What follows belongs to an exercise in optimizing a design on an open flow for small area and a short achievable clock period; a production flow would make more cautious choices.
Only the layout flow was run in this run; the RTL was not checked for function there.
No activity file was given, so power comes from the tool's default toggle rates.

==> design.v <==
module decoder(
input [1:0]alu_fn,
output arith_enable,cmp_enable,logic_enable,shift_enable
);
assign arith_enable = (alu_fn == 2'b00);
assign logic_enable = (alu_fn == 2'b01);
assign cmp_enable   = (alu_fn == 2'b10);
assign shift_enable = (alu_fn == 2'b11);
endmodule
module alu_fa (input a, input b, input c, output s, output co);
  assign s  = a ^ b ^ c;
  assign co = (a & b) | (a & c) | (b & c);
endmodule
module alu_ha (input a, input b, output s, output co);
  assign s  = a ^ b;
  assign co = a & b;
endmodule
module logic_unit(
input [15:0] A,B,
input [1:0] alu_fn,
output [15:0] y
);
wire [15:0] t = alu_fn[0] ? (A | B) : (A & B);
assign y = t ^ {16{alu_fn[1]}};
endmodule
module cmp_unit(
input ge, diff_zero,
input [1:0] alu_fn,
output [1:0] y
);
wire eq = diff_zero;
wire gt = ge & ~diff_zero;
wire lt = ~ge;
assign y = (alu_fn == 2'b01) ? {1'b0, eq} :
           (alu_fn == 2'b10) ? {gt, 1'b0} :
           (alu_fn == 2'b11) ? {lt, lt}   : 2'b00;
endmodule
module shift_unit(
input [15:0] A,B,
input [1:0] alu_fn,
output [15:0] y
);
wire [15:0] x = alu_fn[1] ? B : A;
assign y = alu_fn[0] ? {x[14:0], 1'b0} : {1'b0, x[15:1]};
endmodule
module parameterized_signed_alu #(parameter in_data_width=16,out_data_width=16,arith_out_data_width=32)(
input signed [in_data_width-1:0]A,B,
input clk,rst,
input [3:0]alu_fn,
output shift_flag,arith_flag,logic_flag,cmp_flag,carry_out,
output [out_data_width-1:0]shift_out,logic_out,cmp_out,
output signed[arith_out_data_width-1:0] arith_out
);
localparam K0 = 6;               
localparam RW = 16 - K0;         
localparam DSW = 1 + 16 + RW + RW + K0;    
localparam WW = (DSW > 32) ? DSW : 32;
wire arith_en = (alu_fn[3:2] == 2'b00);
wire logic_en = (alu_fn[3:2] == 2'b01);
wire cmp_en   = (alu_fn[3:2] == 2'b10);
wire shift_en = (alu_fn[3:2] == 2'b11);
wire [16:0] sum;
wire ge;
wire ad_sub = alu_fn[0] | alu_fn[3];
  wire [16:0] ad_c;
  wire [15:0] ad_bb = B ^ {16{ad_sub}};
  assign ad_c[0] = ad_sub;
  genvar ad_i;
  generate for (ad_i = 0; ad_i < 16; ad_i = ad_i + 1) begin : ad_bt
    alu_fa ad_u_fa (.a(A[ad_i]), .b(ad_bb[ad_i]), .c(ad_c[ad_i]), .s(sum[ad_i]), .co(ad_c[ad_i+1]));
  end endgenerate
  assign sum[16] = A[15] ^ ad_bb[15] ^ ad_c[16];
  assign ge = ad_c[16];
wire [31:0] prod;
  wire [16:0] mu_bx = {B, 1'b0};
  wire [7:0] mu_one, mu_two, mu_neg;
  wire [16:0] mu_pp0;
  wire mu_ppn0 = ~mu_pp0[16];
  wire [16:0] mu_pp1;
  wire mu_ppn1 = ~mu_pp1[16];
  wire [16:0] mu_pp2;
  wire mu_ppn2 = ~mu_pp2[16];
  wire [16:0] mu_pp3;
  wire mu_ppn3 = ~mu_pp3[16];
  wire [16:0] mu_pp4;
  wire mu_ppn4 = ~mu_pp4[16];
  wire [16:0] mu_pp5;
  wire mu_ppn5 = ~mu_pp5[16];
  wire [16:0] mu_pp6;
  wire mu_ppn6 = ~mu_pp6[16];
  wire [16:0] mu_pp7;
  wire mu_ppn7 = ~mu_pp7[16];
  wire [16:0] mu_ax = {A[15], A};
  wire [17:0] mu_ax2 = {A[15], A, 1'b0};
  genvar mu_i;
  generate for (mu_i = 0; mu_i < 8; mu_i = mu_i + 1) begin : mu_enc
    assign mu_one[mu_i] = mu_bx[2*mu_i+1] ^ mu_bx[2*mu_i];
    assign mu_two[mu_i] = (mu_bx[2*mu_i+2] & ~mu_bx[2*mu_i+1] & ~mu_bx[2*mu_i]) | (~mu_bx[2*mu_i+2] & mu_bx[2*mu_i+1] & mu_bx[2*mu_i]);
    assign mu_neg[mu_i] = mu_bx[2*mu_i+2];
  end endgenerate
  assign mu_pp0 = ({17{mu_one[0]}} & mu_ax | {17{mu_two[0]}} & mu_ax2[16:0]) ^ {17{mu_neg[0]}};
  assign mu_pp1 = ({17{mu_one[1]}} & mu_ax | {17{mu_two[1]}} & mu_ax2[16:0]) ^ {17{mu_neg[1]}};
  assign mu_pp2 = ({17{mu_one[2]}} & mu_ax | {17{mu_two[2]}} & mu_ax2[16:0]) ^ {17{mu_neg[2]}};
  assign mu_pp3 = ({17{mu_one[3]}} & mu_ax | {17{mu_two[3]}} & mu_ax2[16:0]) ^ {17{mu_neg[3]}};
  assign mu_pp4 = ({17{mu_one[4]}} & mu_ax | {17{mu_two[4]}} & mu_ax2[16:0]) ^ {17{mu_neg[4]}};
  assign mu_pp5 = ({17{mu_one[5]}} & mu_ax | {17{mu_two[5]}} & mu_ax2[16:0]) ^ {17{mu_neg[5]}};
  assign mu_pp6 = ({17{mu_one[6]}} & mu_ax | {17{mu_two[6]}} & mu_ax2[16:0]) ^ {17{mu_neg[6]}};
  assign mu_pp7 = ({17{mu_one[7]}} & mu_ax | {17{mu_two[7]}} & mu_ax2[16:0]) ^ {17{mu_neg[7]}};
  wire mu_s1, mu_c2;
  alu_ha mu_u_s1 (.a(mu_pp0[10]), .b(mu_pp1[8]), .s(mu_s1), .co(mu_c2));
  wire mu_s3, mu_c4;
  alu_ha mu_u_s3 (.a(mu_pp0[11]), .b(mu_pp1[9]), .s(mu_s3), .co(mu_c4));
  wire mu_s5, mu_c6;
  alu_fa mu_u_s5 (.a(mu_pp0[12]), .b(mu_pp1[10]), .c(mu_pp2[8]), .s(mu_s5), .co(mu_c6));
  wire mu_s7, mu_c8;
  alu_ha mu_u_s7 (.a(mu_pp3[6]), .b(mu_pp4[4]), .s(mu_s7), .co(mu_c8));
  wire mu_s9, mu_c10;
  alu_fa mu_u_s9 (.a(mu_pp0[13]), .b(mu_pp1[11]), .c(mu_pp2[9]), .s(mu_s9), .co(mu_c10));
  wire mu_s11, mu_c12;
  alu_ha mu_u_s11 (.a(mu_pp3[7]), .b(mu_pp4[5]), .s(mu_s11), .co(mu_c12));
  wire mu_s13, mu_c14;
  alu_fa mu_u_s13 (.a(mu_pp0[14]), .b(mu_pp1[12]), .c(mu_pp2[10]), .s(mu_s13), .co(mu_c14));
  wire mu_s15, mu_c16;
  alu_fa mu_u_s15 (.a(mu_pp3[8]), .b(mu_pp4[6]), .c(mu_pp5[4]), .s(mu_s15), .co(mu_c16));
  wire mu_s17, mu_c18;
  alu_ha mu_u_s17 (.a(mu_pp6[2]), .b(mu_pp7[0]), .s(mu_s17), .co(mu_c18));
  wire mu_s19, mu_c20;
  alu_fa mu_u_s19 (.a(mu_pp0[15]), .b(mu_pp1[13]), .c(mu_pp2[11]), .s(mu_s19), .co(mu_c20));
  wire mu_s21, mu_c22;
  alu_fa mu_u_s21 (.a(mu_pp3[9]), .b(mu_pp4[7]), .c(mu_pp5[5]), .s(mu_s21), .co(mu_c22));
  wire mu_s23, mu_c24;
  alu_ha mu_u_s23 (.a(mu_pp6[3]), .b(mu_pp7[1]), .s(mu_s23), .co(mu_c24));
  wire mu_s25, mu_c26;
  alu_fa mu_u_s25 (.a(mu_ppn0), .b(mu_pp1[14]), .c(mu_pp2[12]), .s(mu_s25), .co(mu_c26));
  wire mu_s27, mu_c28;
  alu_fa mu_u_s27 (.a(mu_pp3[10]), .b(mu_pp4[8]), .c(mu_pp5[6]), .s(mu_s27), .co(mu_c28));
  wire mu_s29, mu_c30;
  alu_ha mu_u_s29 (.a(mu_pp6[4]), .b(~mu_pp7[2]), .s(mu_s29), .co(mu_c30));
  wire mu_s31, mu_c32;
  alu_fa mu_u_s31 (.a(mu_pp1[15]), .b(mu_pp2[13]), .c(mu_pp3[11]), .s(mu_s31), .co(mu_c32));
  wire mu_s33, mu_c34;
  alu_fa mu_u_s33 (.a(mu_pp4[9]), .b(mu_pp5[7]), .c(mu_pp6[5]), .s(mu_s33), .co(mu_c34));
  wire mu_s35, mu_c36;
  alu_ha mu_u_s35 (.a(mu_pp7[3]), .b(~mu_pp7[2]), .s(mu_s35), .co(mu_c36));
  wire mu_s37, mu_c38;
  alu_fa mu_u_s37 (.a(mu_ppn1), .b(mu_pp2[14]), .c(mu_pp3[12]), .s(mu_s37), .co(mu_c38));
  wire mu_s39, mu_c40;
  alu_fa mu_u_s39 (.a(mu_pp4[10]), .b(mu_pp5[8]), .c(mu_pp6[6]), .s(mu_s39), .co(mu_c40));
  wire mu_s41, mu_c42;
  alu_ha mu_u_s41 (.a(mu_pp7[4]), .b(mu_pp7[2]), .s(mu_s41), .co(mu_c42));
  wire mu_s43, mu_c44;
  alu_fa mu_u_s43 (.a(mu_pp2[15]), .b(mu_pp3[13]), .c(mu_pp4[11]), .s(mu_s43), .co(mu_c44));
  wire mu_s45, mu_c46;
  alu_ha mu_u_s45 (.a(mu_pp5[9]), .b(mu_pp6[7]), .s(mu_s45), .co(mu_c46));
  wire mu_s47, mu_c48;
  alu_fa mu_u_s47 (.a(mu_ppn2), .b(mu_pp3[14]), .c(mu_pp4[12]), .s(mu_s47), .co(mu_c48));
  wire mu_s49, mu_c50;
  alu_ha mu_u_s49 (.a(mu_pp5[10]), .b(mu_pp6[8]), .s(mu_s49), .co(mu_c50));
  wire mu_s51, mu_c52;
  alu_ha mu_u_s51 (.a(mu_pp3[15]), .b(mu_pp4[13]), .s(mu_s51), .co(mu_c52));
  wire mu_s53, mu_c54;
  alu_ha mu_u_s53 (.a(mu_ppn3), .b(mu_pp4[14]), .s(mu_s53), .co(mu_c54));
  wire mu_s55, mu_c56;
  alu_ha mu_u_s55 (.a(mu_pp0[6]), .b(mu_pp1[4]), .s(mu_s55), .co(mu_c56));
  wire mu_s57, mu_c58;
  alu_ha mu_u_s57 (.a(mu_pp0[7]), .b(mu_pp1[5]), .s(mu_s57), .co(mu_c58));
  wire mu_s59, mu_c60;
  alu_fa mu_u_s59 (.a(mu_pp0[8]), .b(mu_pp1[6]), .c(mu_pp2[4]), .s(mu_s59), .co(mu_c60));
  wire mu_s61, mu_c62;
  alu_ha mu_u_s61 (.a(mu_pp3[2]), .b(mu_pp4[0]), .s(mu_s61), .co(mu_c62));
  wire mu_s63, mu_c64;
  alu_fa mu_u_s63 (.a(mu_pp0[9]), .b(mu_pp1[7]), .c(mu_pp2[5]), .s(mu_s63), .co(mu_c64));
  wire mu_s65, mu_c66;
  alu_ha mu_u_s65 (.a(mu_pp3[3]), .b(mu_pp4[1]), .s(mu_s65), .co(mu_c66));
  wire mu_s67, mu_c68;
  alu_fa mu_u_s67 (.a(mu_s1), .b(mu_pp2[6]), .c(mu_pp3[4]), .s(mu_s67), .co(mu_c68));
  wire mu_s69, mu_c70;
  alu_fa mu_u_s69 (.a(mu_pp4[2]), .b(mu_pp5[0]), .c(mu_neg[5]), .s(mu_s69), .co(mu_c70));
  wire mu_s71, mu_c72;
  alu_fa mu_u_s71 (.a(mu_s3), .b(mu_pp2[7]), .c(mu_pp3[5]), .s(mu_s71), .co(mu_c72));
  wire mu_s73, mu_c74;
  alu_fa mu_u_s73 (.a(mu_pp4[3]), .b(mu_pp5[1]), .c(mu_c2), .s(mu_s73), .co(mu_c74));
  wire mu_s75, mu_c76;
  alu_fa mu_u_s75 (.a(mu_s5), .b(mu_s7), .c(mu_pp5[2]), .s(mu_s75), .co(mu_c76));
  wire mu_s77, mu_c78;
  alu_fa mu_u_s77 (.a(mu_pp6[0]), .b(mu_neg[6]), .c(mu_c4), .s(mu_s77), .co(mu_c78));
  wire mu_s79, mu_c80;
  alu_fa mu_u_s79 (.a(mu_s9), .b(mu_s11), .c(mu_pp5[3]), .s(mu_s79), .co(mu_c80));
  wire mu_s81, mu_c82;
  alu_fa mu_u_s81 (.a(mu_pp6[1]), .b(mu_c6), .c(mu_c8), .s(mu_s81), .co(mu_c82));
  wire mu_s83, mu_c84;
  alu_fa mu_u_s83 (.a(mu_s13), .b(mu_s15), .c(mu_s17), .s(mu_s83), .co(mu_c84));
  wire mu_s85, mu_c86;
  alu_fa mu_u_s85 (.a(mu_neg[7]), .b(mu_c10), .c(mu_c12), .s(mu_s85), .co(mu_c86));
  wire mu_s87, mu_c88;
  alu_fa mu_u_s87 (.a(mu_s19), .b(mu_s21), .c(mu_s23), .s(mu_s87), .co(mu_c88));
  wire mu_s89, mu_c90;
  alu_fa mu_u_s89 (.a(mu_c14), .b(mu_c16), .c(mu_c18), .s(mu_s89), .co(mu_c90));
  wire mu_s91, mu_c92;
  alu_fa mu_u_s91 (.a(mu_s25), .b(mu_s27), .c(mu_s29), .s(mu_s91), .co(mu_c92));
  wire mu_s93, mu_c94;
  alu_fa mu_u_s93 (.a(mu_c20), .b(mu_c22), .c(mu_c24), .s(mu_s93), .co(mu_c94));
  wire mu_s95, mu_c96;
  alu_fa mu_u_s95 (.a(mu_s31), .b(mu_s33), .c(mu_s35), .s(mu_s95), .co(mu_c96));
  wire mu_s97, mu_c98;
  alu_fa mu_u_s97 (.a(mu_c26), .b(mu_c28), .c(mu_c30), .s(mu_s97), .co(mu_c98));
  wire mu_s99, mu_c100;
  alu_fa mu_u_s99 (.a(mu_s37), .b(mu_s39), .c(mu_s41), .s(mu_s99), .co(mu_c100));
  wire mu_s101, mu_c102;
  alu_fa mu_u_s101 (.a(mu_c32), .b(mu_c34), .c(mu_c36), .s(mu_s101), .co(mu_c102));
  wire mu_s103, mu_c104;
  alu_fa mu_u_s103 (.a(mu_s43), .b(mu_s45), .c(~mu_pp7[5]), .s(mu_s103), .co(mu_c104));
  wire mu_s105, mu_c106;
  alu_fa mu_u_s105 (.a(mu_c38), .b(mu_c40), .c(mu_c42), .s(mu_s105), .co(mu_c106));
  wire mu_s107, mu_c108;
  alu_fa mu_u_s107 (.a(mu_s47), .b(mu_s49), .c(mu_pp7[6]), .s(mu_s107), .co(mu_c108));
  wire mu_s109, mu_c110;
  alu_fa mu_u_s109 (.a(mu_pp7[5]), .b(mu_c44), .c(mu_c46), .s(mu_s109), .co(mu_c110));
  wire mu_s111, mu_c112;
  alu_fa mu_u_s111 (.a(mu_s51), .b(mu_pp5[11]), .c(mu_pp6[9]), .s(mu_s111), .co(mu_c112));
  wire mu_s113, mu_c114;
  alu_fa mu_u_s113 (.a(~mu_pp7[7]), .b(mu_c48), .c(mu_c50), .s(mu_s113), .co(mu_c114));
  wire mu_s115, mu_c116;
  alu_fa mu_u_s115 (.a(mu_s53), .b(mu_pp5[12]), .c(mu_pp6[10]), .s(mu_s115), .co(mu_c116));
  wire mu_s117, mu_c118;
  alu_fa mu_u_s117 (.a(mu_pp7[8]), .b(mu_pp7[7]), .c(mu_c52), .s(mu_s117), .co(mu_c118));
  wire mu_s119, mu_c120;
  alu_fa mu_u_s119 (.a(mu_pp4[15]), .b(mu_pp5[13]), .c(mu_pp6[11]), .s(mu_s119), .co(mu_c120));
  wire mu_s121, mu_c122;
  alu_ha mu_u_s121 (.a(~mu_pp7[9]), .b(mu_c54), .s(mu_s121), .co(mu_c122));
  wire mu_s123, mu_c124;
  alu_fa mu_u_s123 (.a(mu_ppn4), .b(mu_pp5[14]), .c(mu_pp6[12]), .s(mu_s123), .co(mu_c124));
  wire mu_s125, mu_c126;
  alu_ha mu_u_s125 (.a(mu_pp7[10]), .b(mu_pp7[9]), .s(mu_s125), .co(mu_c126));
  wire mu_s127, mu_c128;
  alu_ha mu_u_s127 (.a(mu_pp5[15]), .b(mu_pp6[13]), .s(mu_s127), .co(mu_c128));
  wire mu_s129, mu_c130;
  alu_ha mu_u_s129 (.a(mu_ppn5), .b(mu_pp6[14]), .s(mu_s129), .co(mu_c130));
  wire mu_s131, mu_c132;
  alu_ha mu_u_s131 (.a(mu_pp0[4]), .b(mu_pp1[2]), .s(mu_s131), .co(mu_c132));
  wire mu_s133, mu_c134;
  alu_ha mu_u_s133 (.a(mu_pp0[5]), .b(mu_pp1[3]), .s(mu_s133), .co(mu_c134));
  wire mu_s135, mu_c136;
  alu_fa mu_u_s135 (.a(mu_s55), .b(mu_pp2[2]), .c(mu_pp3[0]), .s(mu_s135), .co(mu_c136));
  wire mu_s137, mu_c138;
  alu_fa mu_u_s137 (.a(mu_s57), .b(mu_pp2[3]), .c(mu_pp3[1]), .s(mu_s137), .co(mu_c138));
  wire mu_s139, mu_c140;
  alu_fa mu_u_s139 (.a(mu_s59), .b(mu_s61), .c(mu_neg[4]), .s(mu_s139), .co(mu_c140));
  wire mu_s141, mu_c142;
  alu_fa mu_u_s141 (.a(mu_s63), .b(mu_s65), .c(mu_c60), .s(mu_s141), .co(mu_c142));
  wire mu_s143, mu_c144;
  alu_fa mu_u_s143 (.a(mu_s67), .b(mu_s69), .c(mu_c64), .s(mu_s143), .co(mu_c144));
  wire mu_s145, mu_c146;
  alu_fa mu_u_s145 (.a(mu_s71), .b(mu_s73), .c(mu_c68), .s(mu_s145), .co(mu_c146));
  wire mu_s147, mu_c148;
  alu_fa mu_u_s147 (.a(mu_s75), .b(mu_s77), .c(mu_c72), .s(mu_s147), .co(mu_c148));
  wire mu_s149, mu_c150;
  alu_fa mu_u_s149 (.a(mu_s79), .b(mu_s81), .c(mu_c76), .s(mu_s149), .co(mu_c150));
  wire mu_s151, mu_c152;
  alu_fa mu_u_s151 (.a(mu_s83), .b(mu_s85), .c(mu_c80), .s(mu_s151), .co(mu_c152));
  wire mu_s153, mu_c154;
  alu_fa mu_u_s153 (.a(mu_s87), .b(mu_s89), .c(mu_c84), .s(mu_s153), .co(mu_c154));
  wire mu_s155, mu_c156;
  alu_fa mu_u_s155 (.a(mu_s91), .b(mu_s93), .c(mu_c88), .s(mu_s155), .co(mu_c156));
  wire mu_s157, mu_c158;
  alu_fa mu_u_s157 (.a(mu_s95), .b(mu_s97), .c(mu_c92), .s(mu_s157), .co(mu_c158));
  wire mu_s159, mu_c160;
  alu_fa mu_u_s159 (.a(mu_s99), .b(mu_s101), .c(mu_c96), .s(mu_s159), .co(mu_c160));
  wire mu_s161, mu_c162;
  alu_fa mu_u_s161 (.a(mu_s103), .b(mu_s105), .c(mu_c100), .s(mu_s161), .co(mu_c162));
  wire mu_s163, mu_c164;
  alu_fa mu_u_s163 (.a(mu_s107), .b(mu_s109), .c(mu_c104), .s(mu_s163), .co(mu_c164));
  wire mu_s165, mu_c166;
  alu_fa mu_u_s165 (.a(mu_s111), .b(mu_s113), .c(mu_c108), .s(mu_s165), .co(mu_c166));
  wire mu_s167, mu_c168;
  alu_fa mu_u_s167 (.a(mu_s115), .b(mu_s117), .c(mu_c112), .s(mu_s167), .co(mu_c168));
  wire mu_s169, mu_c170;
  alu_fa mu_u_s169 (.a(mu_s119), .b(mu_s121), .c(mu_c116), .s(mu_s169), .co(mu_c170));
  wire mu_s171, mu_c172;
  alu_fa mu_u_s171 (.a(mu_s123), .b(mu_s125), .c(mu_c120), .s(mu_s171), .co(mu_c172));
  wire mu_s173, mu_c174;
  alu_fa mu_u_s173 (.a(mu_s127), .b(~mu_pp7[11]), .c(mu_c124), .s(mu_s173), .co(mu_c174));
  wire mu_s175, mu_c176;
  alu_fa mu_u_s175 (.a(mu_s129), .b(mu_pp7[12]), .c(mu_pp7[11]), .s(mu_s175), .co(mu_c176));
  wire mu_s177, mu_c178;
  alu_ha mu_u_s177 (.a(mu_pp6[15]), .b(~mu_pp7[13]), .s(mu_s177), .co(mu_c178));
  wire mu_s179, mu_c180;
  alu_ha mu_u_s179 (.a(mu_ppn6), .b(mu_pp7[14]), .s(mu_s179), .co(mu_c180));
  wire mu_s181, mu_c182;
  alu_ha mu_u_s181 (.a(mu_pp0[2]), .b(mu_pp1[0]), .s(mu_s181), .co(mu_c182));
  wire mu_s183, mu_c184;
  alu_ha mu_u_s183 (.a(mu_pp0[3]), .b(mu_pp1[1]), .s(mu_s183), .co(mu_c184));
  wire mu_s185, mu_c186;
  alu_fa mu_u_s185 (.a(mu_s131), .b(mu_pp2[0]), .c(mu_neg[2]), .s(mu_s185), .co(mu_c186));
  wire mu_s187, mu_c188;
  alu_fa mu_u_s187 (.a(mu_s133), .b(mu_pp2[1]), .c(mu_c132), .s(mu_s187), .co(mu_c188));
  wire mu_s189, mu_c190;
  alu_fa mu_u_s189 (.a(mu_s135), .b(mu_neg[3]), .c(mu_c134), .s(mu_s189), .co(mu_c190));
  wire mu_s191, mu_c192;
  alu_fa mu_u_s191 (.a(mu_s137), .b(mu_c56), .c(mu_c136), .s(mu_s191), .co(mu_c192));
  wire mu_s193, mu_c194;
  alu_fa mu_u_s193 (.a(mu_s139), .b(mu_c58), .c(mu_c138), .s(mu_s193), .co(mu_c194));
  wire mu_s195, mu_c196;
  alu_fa mu_u_s195 (.a(mu_s141), .b(mu_c62), .c(mu_c140), .s(mu_s195), .co(mu_c196));
  wire mu_s197, mu_c198;
  alu_fa mu_u_s197 (.a(mu_s143), .b(mu_c66), .c(mu_c142), .s(mu_s197), .co(mu_c198));
  wire mu_s199, mu_c200;
  alu_fa mu_u_s199 (.a(mu_s145), .b(mu_c70), .c(mu_c144), .s(mu_s199), .co(mu_c200));
  wire mu_s201, mu_c202;
  alu_fa mu_u_s201 (.a(mu_s147), .b(mu_c74), .c(mu_c146), .s(mu_s201), .co(mu_c202));
  wire mu_s203, mu_c204;
  alu_fa mu_u_s203 (.a(mu_s149), .b(mu_c78), .c(mu_c148), .s(mu_s203), .co(mu_c204));
  wire mu_s205, mu_c206;
  alu_fa mu_u_s205 (.a(mu_s151), .b(mu_c82), .c(mu_c150), .s(mu_s205), .co(mu_c206));
  wire mu_s207, mu_c208;
  alu_fa mu_u_s207 (.a(mu_s153), .b(mu_c86), .c(mu_c152), .s(mu_s207), .co(mu_c208));
  wire mu_s209, mu_c210;
  alu_fa mu_u_s209 (.a(mu_s155), .b(mu_c90), .c(mu_c154), .s(mu_s209), .co(mu_c210));
  wire mu_s211, mu_c212;
  alu_fa mu_u_s211 (.a(mu_s157), .b(mu_c94), .c(mu_c156), .s(mu_s211), .co(mu_c212));
  wire mu_s213, mu_c214;
  alu_fa mu_u_s213 (.a(mu_s159), .b(mu_c98), .c(mu_c158), .s(mu_s213), .co(mu_c214));
  wire mu_s215, mu_c216;
  alu_fa mu_u_s215 (.a(mu_s161), .b(mu_c102), .c(mu_c160), .s(mu_s215), .co(mu_c216));
  wire mu_s217, mu_c218;
  alu_fa mu_u_s217 (.a(mu_s163), .b(mu_c106), .c(mu_c162), .s(mu_s217), .co(mu_c218));
  wire mu_s219, mu_c220;
  alu_fa mu_u_s219 (.a(mu_s165), .b(mu_c110), .c(mu_c164), .s(mu_s219), .co(mu_c220));
  wire mu_s221, mu_c222;
  alu_fa mu_u_s221 (.a(mu_s167), .b(mu_c114), .c(mu_c166), .s(mu_s221), .co(mu_c222));
  wire mu_s223, mu_c224;
  alu_fa mu_u_s223 (.a(mu_s169), .b(mu_c118), .c(mu_c168), .s(mu_s223), .co(mu_c224));
  wire mu_s225, mu_c226;
  alu_fa mu_u_s225 (.a(mu_s171), .b(mu_c122), .c(mu_c170), .s(mu_s225), .co(mu_c226));
  wire mu_s227, mu_c228;
  alu_fa mu_u_s227 (.a(mu_s173), .b(mu_c126), .c(mu_c172), .s(mu_s227), .co(mu_c228));
  wire mu_s229, mu_c230;
  alu_fa mu_u_s229 (.a(mu_s175), .b(mu_c128), .c(mu_c174), .s(mu_s229), .co(mu_c230));
  wire mu_s231, mu_c232;
  alu_fa mu_u_s231 (.a(mu_s177), .b(mu_c130), .c(mu_c176), .s(mu_s231), .co(mu_c232));
  wire mu_s233, mu_c234;
  alu_fa mu_u_s233 (.a(mu_s179), .b(mu_pp7[13]), .c(mu_c178), .s(mu_s233), .co(mu_c234));
  wire mu_s235, mu_c236;
  alu_ha mu_u_s235 (.a(~mu_pp7[15]), .b(mu_c180), .s(mu_s235), .co(mu_c236));
  wire mu_s237, mu_c238;
  alu_ha mu_u_s237 (.a(mu_ppn7), .b(mu_pp7[15]), .s(mu_s237), .co(mu_c238));
  wire mu_s239, mu_c240;
  alu_ha mu_u_s239 (.a(mu_pp0[0]), .b(mu_neg[0]), .s(mu_s239), .co(mu_c240));
  wire mu_s241, mu_c242;
  alu_ha mu_u_s241 (.a(mu_pp0[1]), .b(mu_c240), .s(mu_s241), .co(mu_c242));
  wire mu_s243, mu_c244;
  alu_fa mu_u_s243 (.a(mu_s181), .b(mu_neg[1]), .c(mu_c242), .s(mu_s243), .co(mu_c244));
  wire mu_s245, mu_c246;
  alu_fa mu_u_s245 (.a(mu_s183), .b(mu_c182), .c(mu_c244), .s(mu_s245), .co(mu_c246));
  wire mu_s247, mu_c248;
  alu_fa mu_u_s247 (.a(mu_s185), .b(mu_c184), .c(mu_c246), .s(mu_s247), .co(mu_c248));
  wire mu_s249, mu_c250;
  alu_fa mu_u_s249 (.a(mu_s187), .b(mu_c186), .c(mu_c248), .s(mu_s249), .co(mu_c250));
  wire mu_s251, mu_c252;
  alu_fa mu_u_s251 (.a(mu_s189), .b(mu_c188), .c(mu_c250), .s(mu_s251), .co(mu_c252));
  wire mu_s253, mu_c254;
  alu_fa mu_u_s253 (.a(mu_s191), .b(mu_c190), .c(mu_c252), .s(mu_s253), .co(mu_c254));
  wire mu_s255, mu_c256;
  alu_fa mu_u_s255 (.a(mu_s193), .b(mu_c192), .c(mu_c254), .s(mu_s255), .co(mu_c256));
  wire mu_s257, mu_c258;
  alu_fa mu_u_s257 (.a(mu_s195), .b(mu_c194), .c(mu_c256), .s(mu_s257), .co(mu_c258));
  wire mu_s259, mu_c260;
  alu_fa mu_u_s259 (.a(mu_s197), .b(mu_c196), .c(mu_c258), .s(mu_s259), .co(mu_c260));
  wire mu_s261, mu_c262;
  alu_fa mu_u_s261 (.a(mu_s199), .b(mu_c198), .c(mu_c260), .s(mu_s261), .co(mu_c262));
  wire mu_s263, mu_c264;
  alu_fa mu_u_s263 (.a(mu_s201), .b(mu_c200), .c(mu_c262), .s(mu_s263), .co(mu_c264));
  wire mu_s265, mu_c266;
  alu_fa mu_u_s265 (.a(mu_s203), .b(mu_c202), .c(mu_c264), .s(mu_s265), .co(mu_c266));
  wire mu_s267, mu_c268;
  alu_fa mu_u_s267 (.a(mu_s205), .b(mu_c204), .c(mu_c266), .s(mu_s267), .co(mu_c268));
  wire mu_s269, mu_c270;
  alu_fa mu_u_s269 (.a(mu_s207), .b(mu_c206), .c(mu_c268), .s(mu_s269), .co(mu_c270));
  wire mu_s271, mu_c272;
  alu_fa mu_u_s271 (.a(mu_s209), .b(mu_c208), .c(mu_c270), .s(mu_s271), .co(mu_c272));
  wire mu_s273, mu_c274;
  alu_fa mu_u_s273 (.a(mu_s211), .b(mu_c210), .c(mu_c272), .s(mu_s273), .co(mu_c274));
  wire mu_s275, mu_c276;
  alu_fa mu_u_s275 (.a(mu_s213), .b(mu_c212), .c(mu_c274), .s(mu_s275), .co(mu_c276));
  wire mu_s277, mu_c278;
  alu_fa mu_u_s277 (.a(mu_s215), .b(mu_c214), .c(mu_c276), .s(mu_s277), .co(mu_c278));
  wire mu_s279, mu_c280;
  alu_fa mu_u_s279 (.a(mu_s217), .b(mu_c216), .c(mu_c278), .s(mu_s279), .co(mu_c280));
  wire mu_s281, mu_c282;
  alu_fa mu_u_s281 (.a(mu_s219), .b(mu_c218), .c(mu_c280), .s(mu_s281), .co(mu_c282));
  wire mu_s283, mu_c284;
  alu_fa mu_u_s283 (.a(mu_s221), .b(mu_c220), .c(mu_c282), .s(mu_s283), .co(mu_c284));
  wire mu_s285, mu_c286;
  alu_fa mu_u_s285 (.a(mu_s223), .b(mu_c222), .c(mu_c284), .s(mu_s285), .co(mu_c286));
  wire mu_s287, mu_c288;
  alu_fa mu_u_s287 (.a(mu_s225), .b(mu_c224), .c(mu_c286), .s(mu_s287), .co(mu_c288));
  wire mu_s289, mu_c290;
  alu_fa mu_u_s289 (.a(mu_s227), .b(mu_c226), .c(mu_c288), .s(mu_s289), .co(mu_c290));
  wire mu_s291, mu_c292;
  alu_fa mu_u_s291 (.a(mu_s229), .b(mu_c228), .c(mu_c290), .s(mu_s291), .co(mu_c292));
  wire mu_s293, mu_c294;
  alu_fa mu_u_s293 (.a(mu_s231), .b(mu_c230), .c(mu_c292), .s(mu_s293), .co(mu_c294));
  wire mu_s295, mu_c296;
  alu_fa mu_u_s295 (.a(mu_s233), .b(mu_c232), .c(mu_c294), .s(mu_s295), .co(mu_c296));
  wire mu_s297, mu_c298;
  alu_fa mu_u_s297 (.a(mu_s235), .b(mu_c234), .c(mu_c296), .s(mu_s297), .co(mu_c298));
  wire mu_s299, mu_c300;
  alu_fa mu_u_s299 (.a(mu_s237), .b(mu_c236), .c(mu_c298), .s(mu_s299), .co(mu_c300));
  assign prod = {(1'b1 ^ mu_c238 ^ mu_c300), mu_s299, mu_s297, mu_s295, mu_s293, mu_s291, mu_s289, mu_s287, mu_s285, mu_s283, mu_s281, mu_s279, mu_s277, mu_s275, mu_s273, mu_s271, mu_s269, mu_s267, mu_s265, mu_s263, mu_s261, mu_s259, mu_s257, mu_s255, mu_s253, mu_s251, mu_s249, mu_s247, mu_s245, mu_s243, mu_s241, mu_s239};
wire [15:0] alo, blo;
assign alo[0] = 1'b0;
assign blo[0] = 1'b0;
genvar gi;
generate for (gi = 1; gi < 16; gi = gi + 1) begin : absg
    assign alo[gi] = alo[gi-1] | A[gi-1];
    assign blo[gi] = blo[gi-1] | B[gi-1];
end endgenerate
wire [15:0] ua = A ^ ({16{A[15]}} & alo);
wire [15:0] ub = B ^ ({16{B[15]}} & blo);
wire [16:0] nzab1;
assign nzab1[16] = 1'b0;
generate for (gi = 15; gi >= 0; gi = gi - 1) begin : nz1g
    assign nzab1[gi] = nzab1[gi+1] | ub[gi];
end endgenerate
wire b_nz = nzab1[0];
wire [15:K0] q1;
wire [RW-1:0] r1;
  wire [15:0] d1_nd = ~ub;
  genvar d1_i;
  wire [0:0] d1_x15 = {ua[15]};
  wire [0:0] d1_h15, d1_g15;
  generate for (d1_i = 0; d1_i < 1; d1_i = d1_i + 1) begin : d1_hr15
    alu_ha d1_u_ha (.a(d1_x15[d1_i]), .b(d1_nd[d1_i]), .s(d1_h15[d1_i]), .co(d1_g15[d1_i]));
  end endgenerate
  wire [1:0] d1_c15;
  assign d1_c15[0] = 1'b1;
  assign d1_c15[1:1] = d1_g15 | (d1_h15 & d1_c15[0:0]);
  assign q1[15] = d1_c15[1] & ~nzab1[1];
  wire [1:0] d1_x14 = {(d1_x15 ^ ({1{q1[15]}} & (d1_nd[0:0] ^ d1_c15[0:0]))), ua[14]};
  wire [1:0] d1_h14, d1_g14;
  generate for (d1_i = 0; d1_i < 2; d1_i = d1_i + 1) begin : d1_hr14
    alu_ha d1_u_ha (.a(d1_x14[d1_i]), .b(d1_nd[d1_i]), .s(d1_h14[d1_i]), .co(d1_g14[d1_i]));
  end endgenerate
  wire [2:0] d1_c14;
  assign d1_c14[0] = 1'b1;
  assign d1_c14[2:1] = d1_g14 | (d1_h14 & d1_c14[1:0]);
  assign q1[14] = d1_c14[2] & ~nzab1[2];
  wire [2:0] d1_x13 = {(d1_x14 ^ ({2{q1[14]}} & (d1_nd[1:0] ^ d1_c14[1:0]))), ua[13]};
  wire [2:0] d1_h13, d1_g13;
  generate for (d1_i = 0; d1_i < 3; d1_i = d1_i + 1) begin : d1_hr13
    alu_ha d1_u_ha (.a(d1_x13[d1_i]), .b(d1_nd[d1_i]), .s(d1_h13[d1_i]), .co(d1_g13[d1_i]));
  end endgenerate
  wire [3:0] d1_c13;
  assign d1_c13[0] = 1'b1;
  assign d1_c13[3:1] = d1_g13 | (d1_h13 & d1_c13[2:0]);
  assign q1[13] = d1_c13[3] & ~nzab1[3];
  wire [3:0] d1_x12 = {(d1_x13 ^ ({3{q1[13]}} & (d1_nd[2:0] ^ d1_c13[2:0]))), ua[12]};
  wire [3:0] d1_h12, d1_g12;
  generate for (d1_i = 0; d1_i < 4; d1_i = d1_i + 1) begin : d1_hr12
    alu_ha d1_u_ha (.a(d1_x12[d1_i]), .b(d1_nd[d1_i]), .s(d1_h12[d1_i]), .co(d1_g12[d1_i]));
  end endgenerate
  wire [4:0] d1_c12;
  assign d1_c12[0] = 1'b1;
  assign d1_c12[4:1] = d1_g12 | (d1_h12 & d1_c12[3:0]);
  assign q1[12] = d1_c12[4] & ~nzab1[4];
  wire [4:0] d1_x11 = {(d1_x12 ^ ({4{q1[12]}} & (d1_nd[3:0] ^ d1_c12[3:0]))), ua[11]};
  wire [4:0] d1_h11, d1_g11;
  generate for (d1_i = 0; d1_i < 5; d1_i = d1_i + 1) begin : d1_hr11
    alu_ha d1_u_ha (.a(d1_x11[d1_i]), .b(d1_nd[d1_i]), .s(d1_h11[d1_i]), .co(d1_g11[d1_i]));
  end endgenerate
  wire [5:0] d1_c11;
  assign d1_c11[0] = 1'b1;
  assign d1_c11[5:1] = d1_g11 | (d1_h11 & d1_c11[4:0]);
  assign q1[11] = d1_c11[5] & ~nzab1[5];
  wire [5:0] d1_x10 = {(d1_x11 ^ ({5{q1[11]}} & (d1_nd[4:0] ^ d1_c11[4:0]))), ua[10]};
  wire [5:0] d1_h10, d1_g10;
  generate for (d1_i = 0; d1_i < 6; d1_i = d1_i + 1) begin : d1_hr10
    alu_ha d1_u_ha (.a(d1_x10[d1_i]), .b(d1_nd[d1_i]), .s(d1_h10[d1_i]), .co(d1_g10[d1_i]));
  end endgenerate
  wire [6:0] d1_c10;
  assign d1_c10[0] = 1'b1;
  assign d1_c10[6:1] = d1_g10 | (d1_h10 & d1_c10[5:0]);
  assign q1[10] = d1_c10[6] & ~nzab1[6];
  wire [6:0] d1_x9 = {(d1_x10 ^ ({6{q1[10]}} & (d1_nd[5:0] ^ d1_c10[5:0]))), ua[9]};
  wire [6:0] d1_h9, d1_g9;
  generate for (d1_i = 0; d1_i < 7; d1_i = d1_i + 1) begin : d1_hr9
    alu_ha d1_u_ha (.a(d1_x9[d1_i]), .b(d1_nd[d1_i]), .s(d1_h9[d1_i]), .co(d1_g9[d1_i]));
  end endgenerate
  wire [7:0] d1_c9;
  assign d1_c9[0] = 1'b1;
  assign d1_c9[7:1] = d1_g9 | (d1_h9 & d1_c9[6:0]);
  assign q1[9] = d1_c9[7] & ~nzab1[7];
  wire [7:0] d1_x8 = {(d1_x9 ^ ({7{q1[9]}} & (d1_nd[6:0] ^ d1_c9[6:0]))), ua[8]};
  wire [7:0] d1_h8, d1_g8;
  generate for (d1_i = 0; d1_i < 8; d1_i = d1_i + 1) begin : d1_hr8
    alu_ha d1_u_ha (.a(d1_x8[d1_i]), .b(d1_nd[d1_i]), .s(d1_h8[d1_i]), .co(d1_g8[d1_i]));
  end endgenerate
  wire [8:0] d1_c8;
  assign d1_c8[0] = 1'b1;
  assign d1_c8[8:1] = d1_g8 | (d1_h8 & d1_c8[7:0]);
  assign q1[8] = d1_c8[8] & ~nzab1[8];
  wire [8:0] d1_x7 = {(d1_x8 ^ ({8{q1[8]}} & (d1_nd[7:0] ^ d1_c8[7:0]))), ua[7]};
  wire [8:0] d1_h7, d1_g7;
  generate for (d1_i = 0; d1_i < 9; d1_i = d1_i + 1) begin : d1_hr7
    alu_ha d1_u_ha (.a(d1_x7[d1_i]), .b(d1_nd[d1_i]), .s(d1_h7[d1_i]), .co(d1_g7[d1_i]));
  end endgenerate
  wire [9:0] d1_c7;
  assign d1_c7[0] = 1'b1;
  assign d1_c7[9:1] = d1_g7 | (d1_h7 & d1_c7[8:0]);
  assign q1[7] = d1_c7[9] & ~nzab1[9];
  wire [9:0] d1_x6 = {(d1_x7 ^ ({9{q1[7]}} & (d1_nd[8:0] ^ d1_c7[8:0]))), ua[6]};
  wire [9:0] d1_h6, d1_g6;
  generate for (d1_i = 0; d1_i < 10; d1_i = d1_i + 1) begin : d1_hr6
    alu_ha d1_u_ha (.a(d1_x6[d1_i]), .b(d1_nd[d1_i]), .s(d1_h6[d1_i]), .co(d1_g6[d1_i]));
  end endgenerate
  wire [10:0] d1_c6;
  assign d1_c6[0] = 1'b1;
  assign d1_c6[10:1] = d1_g6 | (d1_h6 & d1_c6[9:0]);
  assign q1[6] = d1_c6[10] & ~nzab1[10];
  assign r1 = d1_x6 ^ ({10{q1[6]}} & (d1_nd[9:0] ^ d1_c6[9:0]));
wire [DSW-1:0] ds = {A[15] ^ B[15], ub, r1, q1, ua[K0-1:0]};
wire [15:0] lres = (alu_fn[0] ? (A | B) : (A & B)) ^ {16{alu_fn[1]}};
wire [15:0] sx = alu_fn[1] ? B : A;
wire [15:0] sres = alu_fn[0] ? {sx[14:0], 1'b0} : {1'b0, sx[15:1]};
wire eq = (sum[15:0] == 16'd0);
wire [1:0] cres = (alu_fn[1:0] == 2'b01) ? {1'b0, eq} :
                  (alu_fn[1:0] == 2'b10) ? {ge & ~eq, 1'b0} :
                  (alu_fn[1:0] == 2'b11) ? {~ge, ~ge} : 2'b00;
reg [31:0] aval;
always @(*) begin
    case (alu_fn[1:0])
        2'b00, 2'b01: aval = {{15{sum[16]}}, sum};
        2'b10:        aval = prod;
        default:      aval = ds[31:0] & {32{b_nz}};
    endcase
end
wire [15:0] olo = alu_fn[3] ? {sres[15:2], (alu_fn[2] ? sres[1:0] : cres)}
                            : (alu_fn[2] ? lres : aval[15:0]);
wire [WW-1:0] w_d;
generate if (WW > 32) begin : wx
    assign w_d = {ds[WW-1:32], aval[31:16], olo};
end else begin : wn
    assign w_d = {aval[31:16], olo};
end endgenerate
wire div_sel = arith_en & (alu_fn[1:0] == 2'b11) & b_nz;
reg [WW-1:0] w;
reg f_an, f_div, f_logic, f_cmp, f_shift;
always @(posedge clk) w <= w_d;
always @(posedge clk, negedge rst) begin
    if (!rst) begin
        f_an <= 1'b0; f_div <= 1'b0; f_logic <= 1'b0; f_cmp <= 1'b0; f_shift <= 1'b0;
    end else begin
        f_an    <= arith_en & ~div_sel;
        f_div   <= div_sel;
        f_logic <= logic_en;
        f_cmp   <= cmp_en;
        f_shift <= shift_en;
    end
end
wire [DSW-1:0] dr = w[DSW-1:0];
wire        d_sgn = dr[DSW-1];
wire [15:0] d_d   = dr[DSW-2 -: 16];
wire [RW-1:0] d_r = dr[2*RW+K0-1 -: RW];
wire [RW-1:0] d_q = dr[RW+K0-1 -: RW];
wire [K0-1:0] d_a = dr[K0-1:0];
wire [16:0] nzab2;
assign nzab2[16] = 1'b0;
generate for (gi = 15; gi >= 0; gi = gi - 1) begin : nz2g
    assign nzab2[gi] = nzab2[gi+1] | d_d[gi];
end endgenerate
wire [K0-1:0] q2;
wire [15:0] d_ax = {{(16-K0){1'b0}}, d_a};
  wire [15:0] d2_nd = ~d_d;
  genvar d2_i;
  wire [10:0] d2_x5 = {d_r, d_ax[5]};
  wire [10:0] d2_h5, d2_g5;
  generate for (d2_i = 0; d2_i < 11; d2_i = d2_i + 1) begin : d2_hr5
    alu_ha d2_u_ha (.a(d2_x5[d2_i]), .b(d2_nd[d2_i]), .s(d2_h5[d2_i]), .co(d2_g5[d2_i]));
  end endgenerate
  wire [11:0] d2_c5;
  assign d2_c5[0] = 1'b1;
  assign d2_c5[11:1] = d2_g5 | (d2_h5 & d2_c5[10:0]);
  assign q2[5] = d2_c5[11] & ~nzab2[11];
  wire [11:0] d2_x4 = {(d2_x5 ^ ({11{q2[5]}} & (d2_nd[10:0] ^ d2_c5[10:0]))), d_ax[4]};
  wire [11:0] d2_h4, d2_g4;
  generate for (d2_i = 0; d2_i < 12; d2_i = d2_i + 1) begin : d2_hr4
    alu_ha d2_u_ha (.a(d2_x4[d2_i]), .b(d2_nd[d2_i]), .s(d2_h4[d2_i]), .co(d2_g4[d2_i]));
  end endgenerate
  wire [12:0] d2_c4;
  assign d2_c4[0] = 1'b1;
  assign d2_c4[12:1] = d2_g4 | (d2_h4 & d2_c4[11:0]);
  assign q2[4] = d2_c4[12] & ~nzab2[12];
  wire [12:0] d2_x3 = {(d2_x4 ^ ({12{q2[4]}} & (d2_nd[11:0] ^ d2_c4[11:0]))), d_ax[3]};
  wire [12:0] d2_h3, d2_g3;
  generate for (d2_i = 0; d2_i < 13; d2_i = d2_i + 1) begin : d2_hr3
    alu_ha d2_u_ha (.a(d2_x3[d2_i]), .b(d2_nd[d2_i]), .s(d2_h3[d2_i]), .co(d2_g3[d2_i]));
  end endgenerate
  wire [13:0] d2_c3;
  assign d2_c3[0] = 1'b1;
  assign d2_c3[13:1] = d2_g3 | (d2_h3 & d2_c3[12:0]);
  assign q2[3] = d2_c3[13] & ~nzab2[13];
  wire [13:0] d2_x2 = {(d2_x3 ^ ({13{q2[3]}} & (d2_nd[12:0] ^ d2_c3[12:0]))), d_ax[2]};
  wire [13:0] d2_h2, d2_g2;
  generate for (d2_i = 0; d2_i < 14; d2_i = d2_i + 1) begin : d2_hr2
    alu_ha d2_u_ha (.a(d2_x2[d2_i]), .b(d2_nd[d2_i]), .s(d2_h2[d2_i]), .co(d2_g2[d2_i]));
  end endgenerate
  wire [14:0] d2_c2;
  assign d2_c2[0] = 1'b1;
  assign d2_c2[14:1] = d2_g2 | (d2_h2 & d2_c2[13:0]);
  assign q2[2] = d2_c2[14] & ~nzab2[14];
  wire [14:0] d2_x1 = {(d2_x2 ^ ({14{q2[2]}} & (d2_nd[13:0] ^ d2_c2[13:0]))), d_ax[1]};
  wire [14:0] d2_h1, d2_g1;
  generate for (d2_i = 0; d2_i < 15; d2_i = d2_i + 1) begin : d2_hr1
    alu_ha d2_u_ha (.a(d2_x1[d2_i]), .b(d2_nd[d2_i]), .s(d2_h1[d2_i]), .co(d2_g1[d2_i]));
  end endgenerate
  wire [15:0] d2_c1;
  assign d2_c1[0] = 1'b1;
  assign d2_c1[15:1] = d2_g1 | (d2_h1 & d2_c1[14:0]);
  assign q2[1] = d2_c1[15] & ~nzab2[15];
  wire [15:0] d2_x0 = {(d2_x1 ^ ({15{q2[1]}} & (d2_nd[14:0] ^ d2_c1[14:0]))), d_ax[0]};
  wire [15:0] d2_h0, d2_g0;
  generate for (d2_i = 0; d2_i < 16; d2_i = d2_i + 1) begin : d2_hr0
    alu_ha d2_u_ha (.a(d2_x0[d2_i]), .b(d2_nd[d2_i]), .s(d2_h0[d2_i]), .co(d2_g0[d2_i]));
  end endgenerate
  wire [16:0] d2_c0;
  assign d2_c0[0] = 1'b1;
  assign d2_c0[16:1] = d2_g0 | (d2_h0 & d2_c0[15:0]);
  assign q2[0] = d2_c0[16] & ~nzab2[16];
wire [15:0] quo = {d_q, q2};
wire [16:0] qlo;
assign qlo[1] = 1'b0;
generate for (gi = 2; gi < 17; gi = gi + 1) begin : qlog
    assign qlo[gi] = qlo[gi-1] | quo[gi-1];
end endgenerate
wire [31:0] divres;
assign divres[0] = quo[0];
generate for (gi = 1; gi < 16; gi = gi + 1) begin : qfxg
    assign divres[gi] = quo[gi] ^ (d_sgn & (quo[0] | qlo[gi]));
end endgenerate
assign divres[31:16] = {16{d_sgn & (quo[0] | qlo[16])}};
assign arith_out = ({32{f_an}} & w[31:0]) | ({32{f_div}} & divres);
assign carry_out = arith_out[16];
assign arith_flag = f_an | f_div;
assign logic_flag = f_logic;
assign cmp_flag = f_cmp;
assign shift_flag = f_shift;
assign logic_out = {16{f_logic}} & w[15:0];
assign shift_out = {16{f_shift}} & w[15:0];
assign cmp_out = {14'd0, {2{f_cmp}} & w[1:0]};
endmodule
==> run.sh <==
#!/bin/bash
# synth_recipe.tcl (not shown) runs the flow's synth.tcl, then flattens the netlist and writes it again
# the make line also repeats each setting of config.mk as NAME=value (left out here)
make -C /OpenROAD-flow-scripts/flow DESIGN_CONFIG=/design/flow/config.mk WORK_HOME=/design/flow/orfs CLKGATE_MAP_FILE= SYNTH_SCRIPT=/design/flow/synth_recipe.tcl finish
==> config.mk <==
export PLATFORM = sky130hd
export DESIGN_NAME = parameterized_signed_alu
export DESIGN_NICKNAME = parameterized_signed_alu
export VERILOG_FILES = /design/flow/design.v
export SDC_FILE = /design/flow/constraint.sdc
export NUM_CORES = 4
export LEC_CHECK = 0
export ABC_AREA = 1
export CAP_MARGIN = 20
export CORE_MARGIN = 2
export CORE_UTILIZATION = 70
export SLEW_MARGIN = 20
export SYNTH_HIERARCHICAL = 1
export SYNTH_MINIMUM_KEEP_SIZE = 0
==> constraint.sdc <==
create_clock -name core_clock -period 85.0 [get_ports {clk}]
set_input_delay 17.0000 -clock core_clock [delete_from_list [all_inputs] [get_ports {clk}]]
set_output_delay 17.0000 -clock core_clock [all_outputs]
set_load 0.01 [all_outputs]
==> reports/results.ini <==
[timing]
finalCritPeriodShare=0.461
final-setup-viol-count=0
final.min_clock_period_ns=39.22
final_max_slew_viol_count=0
worst_pin_slew_ns=1.08
hold_viol=0
max_freq_mhz=25.5
fin_tns_setup_ns=0
worst_slack_ns=45.78
relSlewSlack=0.277
rsz0062_at_grt=no

[route]
first_iter_violations=1652
finalWirelength_um=51800
ant_nets=0
drcViolationCount=0
vias=15902
drtPass1Iterations=6
wl_per_cell_um=20.0
vias_per_cell=6.15

[synth]
yosysSeqAreaShare=0.0621
yosys-top-cells-area=xor2_1 (19%), fa_1 (17%), ha_1 (13%), nand2_1 (11%), inv_1 (6.5%)
ys_async_sr_fraction=0.104
syn_inst=2265
avgSynthCellArea_um2=7.01
yosys.area.top_type=xor2_1
synth_commonest_cells=nand2_1 (446), xor2_1 (336), inv_1 (275)
yosysMostFrequentCell=nand2_1
yosysTopAreaCellShare=0.185
ys_types=48
synth_flop_cell=dfxtp_1
synth_area_um2=15900
ys.warnings.count=7
synth_edf_count=0
ys_ff_latch=48

[cts]
cts_buffer_depth=2
postCtsSetupBuffers=0
holdBufCountCts=0
clk_pin_slew_worst_paths_ns=0.07
cts-root-buf=clkbuf_16
cts_resized=0
cts_tree=done
htreeDepth=2
numCtsBuffers=5
clock_sinks=48

[place]
numPortBuffers=108
globalplace.congestion=1.03
pre_cts_slack_ns=45.90
hpwl_um=40000
placed_cell_area_um2=17100

[grt]
antenna_found_initial=1
grt_pass1_wl_um=83500
grt.overflow.total=0
grt_pass1_vias=16141
grt_max_degree=68
grtUsageTotal=0.438

[setup_path]
crit_type=in2reg
worstSetupPathDepth=132
slowest_delay_ns=0.70
slowest_stage=clkdlybuf4s50_1
crit_path_frequent_cell=a21oi_1
critPathMaxFanout=13
cp_num_buf_inv=33
critPathLaunchType=input port
crit_start=A[0]
endpoint_kind=register
worstPathArrival_ns=39.40
endpoint=w[24]
cp_top_family=compound AO/OA/AOI/OAI gates
required_ns=85.18

[final_layout]
drive_gt1_frac=0.0330
nNetsFinal=2641
final_area_um2=17300
area_growth_pct=8.71

[power_and_ir_drop]
vdd_drop_max_mv=0.113
p_per_area_nw_per_um2=39.6
p_total_uw=684
power.leakage_uw=0.00885

[flow_run]
maxCapViolations=0

[status]
status=no timing/DRC/antenna violations

[floorplanning]
start_util=0.708
die_h_um=155
chipWidth_um=155
die_area_um2=23900
boundaryPins=123
core_um2=22400
rows=55

[worst_hold_path]
holdCritPathClass=in2async

layout make-up:
class / count / area (µm²)
flip-flops and latches: 48 / 986
clock inverters: 3 / 68.8
clock buffers: 5 / 125
repair buffers: 140 / 1320
fillers: 1720 / 5170
well taps: 285 / 357
inverters: 299 / 1120
multi-input cells: 1805 / 13300
diodes: 1 / 2.50
cells in the final DEF (no fill, tap or decap), drive strengths merged:
| cell | instances |
|---|---|
| a21oi | 95 |
| nor2 | 206 |
| a211oi | 7 |
| a21boi | 3 |
| and3 | 1 |
| clkinv | 19 |
| inv | 281 |
| bufinv | 2 |
| o221ai | 7 |
| fa | 135 |
| clkdlybuf4s50 | 107 |
| nand3b | 4 |
| and2 | 1 |
| o21bai | 12 |
| buf | 33 |
| a21o | 6 |
| ha | 169 |
| o211ai | 21 |
| nand3 | 54 |
| a32o | 1 |
| dfrtp | 5 |
| diode | 1 |
| xnor2 | 7 |
| nor3 | 28 |
| conb | 14 |
| nand2 | 453 |
| a22oi | 1 |
| or2 | 2 |
| nand4 | 9 |
| xor2 | 341 |
| nor4 | 3 |
| clkbuf | 5 |
| o21ai | 103 |
| dfxtp | 43 |
| o22ai | 122 |
stage by stage:
step	hold WS, ns	utilization	cells
floorplan	16.70	-	2278
global placement	17.24	0.761	2577
detailed placement	17.23	0.761	2577
CTS	16.91	0.769	2585
global route	16.93	0.770	2585
finish	16.91	0.770	2586
per-module statistics from Yosys (local to each module, per instance):
module	cell area, µm²	copies in the design	cells
parameterized_signed_alu	11100	1	1963
alu_ha	12.5	167	1
alu_fa	20.0	135	1
how the worst min path moves through the flow:
stage                     depth (start not counted)  start       to  slack (ns)
after floorplan                                   0    rst     f_an       16.70
after global placement                            1    rst    f_div       17.24
after detailed placement                          1    rst  f_logic       17.23
after CTS                                         1    rst  f_logic       16.91
after global routing                              1    rst  f_logic       16.93
final                                             1    rst  f_logic       16.91
flip-flops by register name (all words and copies together), names as in the netlist:
signal   count
f_an         1
w           43
f_shift      1
f_div        1
f_cmp        1
f_logic      1
routing by layer:
metal | track usage | up-vias | wire (µm)
li1 | - | 7285 | -
met1 | 0.527 | 7373 | 19100
met2 | 0.744 | 973 | 24100
met3 | 0.0782 | 271 | 5100
met4 | 0.241 | 0 | 3360
met5 | 0 | - | 0
report_power, final:
group	switching, µW	leakage (µW)	internal, µW	total [µW]
registers	9.16	0.000427	29.4	38.5
logic	379	0.00833	240	619
clock network	9.00	0.0000944	17.0	26.0
logic make-up after synthesis:
logic type | after synthesis | share of synthesized area
compound gates | 378 | 0.139
fa+ha+maj | 304 | 0.303
flops | 48 | 0.0621
simple gates | 761 | 0.196
xor+xnor | 348 | 0.194
buf+inv | 425 | 0.105
other cells | 1 | 0.000236

[re-timing with driven ports]
How much do the figures lean on ideal ports? The routed layout below was timed once more, with nothing changed but the port constraints. Step 1 sets driving cells, clkbuf_16 on the clock port and buf_2 on the other inputs (assumed; they add their load-dependent delay and slew). Step 2 adds t to the input delays and takes it off the output delays; t is the mean of the earliest and latest rising clock arrival at the registers after step 1. Input paths then give back, and output paths get back, about the clock's delay inside the block. a / b / c = ideal / step 1 / step 2; a / b = the first two.
shift t [ns]: 0.333
setup slack, ns: 45.782 / 45.794 / 45.462
pins driven straight from the clock port: 1
After both steps this run still meets setup and hold. For this run, drivers alone change the setup slack by +0.012 ns; drivers and shift together by -0.320 ns.
